This design comes from an exercise in tuning for small area on the open sky130 flow, not from production work.
The RTL was checked by simulation tests, not by an equivalence proof against the original design.

## wavelet_transform
module wavelet_transform #(
    parameter BITS_PER_ELEM = 8,
    parameter TOTAL_FILTERS = 7,
    parameter SUM_TRUNCATION = 8
) (
    input wire clk,
    input wire rst,
    input wire signed [BITS_PER_ELEM - 1:0] i_value,
    input wire i_data_clk,
    input wire [7:0] i_select_output_channel,
    output wire [SUM_TRUNCATION - 1:0] o_multiplexed_wavelet_out,
    output wire o_active,
    output [8:0] io_oeb
);
export LEC_CHECK = 0
export CAP_MARGIN = 20
export CORE_MARGIN = 2
export CORE_UTILIZATION = 40
export SLEW_MARGIN = 20
create_clock -name core_clock -period 14.0 [get_ports {clk}]
standard.sh (not shown) runs the stock make flow with config.mk's settings and CLKGATE_MAP_FILE= SYNTH_SCRIPT=/design/flow/synth_recipe.tcl, a recipe that flattens the netlist after the stock synthesis.
==> flow/flow/run.sh <==
#!/bin/bash
# Own flow: the standard synthesis, then fixinv.py removes the inverters
# that synthesis left around full-adder cells (a full adder is self-dual, so
# some fa cells are flipped to take and give complemented signals), then
# the standard layout from floorplan to finish on that netlist, with
# clock tree synthesis told to use smaller clock buffers and no dummy loads.
set -euo pipefail
R=orfs/results/${FLOW_PLATFORM}/wavelet_transform/base
bash standard.sh synth > synth.log 2>&1
cp "$R/1_2_yosys.v" 1_2_yosys.std.v
python3 flow/fixinv.py 1_2_yosys.std.v "$R/1_2_yosys.v" > fixinv.log 2>&1
rm -f "$R/1_synth.odb" "$R/1_synth.sdc"
CTS="-sink_clustering_enable -repair_clock_nets -dont_use_dummy_load"
if [[ -f flow/cts_args ]]; then CTS="$CTS $(cat flow/cts_args)"; fi
bash standard.sh finish "CTS_ARGS=$CTS" > finish.log 2>&1
==> flow/flow/cts_args <==
-buf_list sky130_fd_sc_hd__clkbuf_16 -sink_clustering_size 30 -sink_clustering_max_diameter 100
Other scripts of this flow, unchanged in this note and not shown: flow/flow/fixinv.py
==> next run, changes <==
--- a/flow/flow/run.sh
+++ b/flow/flow/run.sh
@@ -5,2 +5 @@
-# the standard layout from floorplan to finish on that netlist, with
-# clock tree synthesis told to use smaller clock buffers and no dummy loads.
+# the standard layout from floorplan to finish on that netlist.
@@ -13,3 +12 @@
-CTS="-sink_clustering_enable -repair_clock_nets -dont_use_dummy_load"
-if [[ -f flow/cts_args ]]; then CTS="$CTS $(cat flow/cts_args)"; fi
-bash standard.sh finish "CTS_ARGS=$CTS" > finish.log 2>&1
+bash standard.sh finish > finish.log 2>&1
removed: flow/flow/cts_args
The changed run ran to the end with no violations. Core utilization climbs by 1.6 points. Synthesized cell count does not change. Non-clock buffer count drops by 1. Area after synthesis is unchanged. Wire length climbs by 1.3%. Clock-buffer cell count climbs by 78. Setup slack degrades by 0.011 ns.

Setup of old:
Starting RTL as in the previous note.
export LEC_CHECK = 0
export CAP_MARGIN = 20
export CORE_MARGIN = 2
export CORE_UTILIZATION = 60
export SLEW_MARGIN = 20
create_clock -name core_clock -period 14.0 [get_ports {clk}]
==> flow/flow/run.sh <==
#!/bin/bash
# Own flow: the standard synthesis, then fixinv2.py removes inverters
# that synthesis left around full-adder cells (a full adder is self-dual, so
# some fa cells are flipped to take and give complemented signals), then
# the standard layout from floorplan to finish on that netlist, with
# clock tree synthesis told to use smaller clock buffers and no dummy loads.
set -euo pipefail
R=orfs/results/${FLOW_PLATFORM}/wavelet_transform/base
bash standard.sh synth > synth.log 2>&1
cp "$R/1_2_yosys.v" 1_2_yosys.std.v
python3 flow/fixinv3.py 1_2_yosys.std.v "$R/1_2_yosys.v" > fixinv.log 2>&1
rm -f "$R/1_synth.odb" "$R/1_synth.sdc"
CTS="-sink_clustering_enable -repair_clock_nets -dont_use_dummy_load"
if [[ -f flow/cts_args ]]; then CTS="$CTS $(cat flow/cts_args)"; fi
bash standard.sh finish "CTS_ARGS=$CTS" > finish.log 2>&1
Other scripts of this flow, unchanged in this note and not shown: flow/flow/cts_args, flow/flow/fixinv3.py
Here is what was changed in the inputs of new compared with old.
--- a/flow/flow/run.sh
+++ b/flow/flow/run.sh
@@ -1,3 +1,3 @@
 #!/bin/bash
-# Own flow: the standard synthesis, then fixinv2.py removes inverters
+# Own flow: the standard synthesis, then fixinv3.py removes inverters
 # that synthesis left around full-adder cells (a full adder is self-dual, so
## What came out
Final cycle utilization of the critical path: new vs old identical
Comparing new against old, there is no change at all in placed cell count.
Diff old -> new: fmax comparable, final-stage net count comparable, fraction of final layout cells sized beyond drive strength 1 comparable.
From new to old, filler cell count did not move at all.
From old to new the numbers moved as follows: setup slack neither gained nor lost much; count of TritonRoute iterations in the first routing pass neither gained nor lost much.
Per the final summary, new finished and its layout is clean on timing, DRC and antenna.
old: full flow OK, the timing, design-rule and antenna checks passed
There was hardly any difference in critical path data required time between old and new.
Changes observed in new relative to old: final wirelength ~0 delta, final area ~0 delta.

==> static timing again, ports no longer ideal <==
No port has a modelled driver above. Below, the same layouts with a new extraction and two added sets of constraints. Step 1: set_driving_cell puts a clkbuf_16 on clk and a buf_2 on each other input, an assumption about the parent block. Step 2, shift: input delay + t, output delay - t, t = (earliest + latest rising clock arrival at the registers) / 2. This alone moves slack from input paths to output paths. a / b / c = no drivers / after step 1 / after step 2; a / b = the first two.
run | t (ns) | setup slack, ns | latest minus earliest clock arrival (ns)
the first run of note 1 | 0.692 | 1.401 / 1.401 / 1.401 | 0.093 / 0.092
the second run of note 1 | 0.773 | 1.390 / 1.390 / 1.390 | 0.066 / 0.066
old | 0.672 | 1.313 / 1.313 / 1.313 | 0.092 / 0.093
new | 0.672 | 1.313 / 1.313 / 1.313 | 0.092 / 0.093
After both steps every run listed still meets setup and hold.
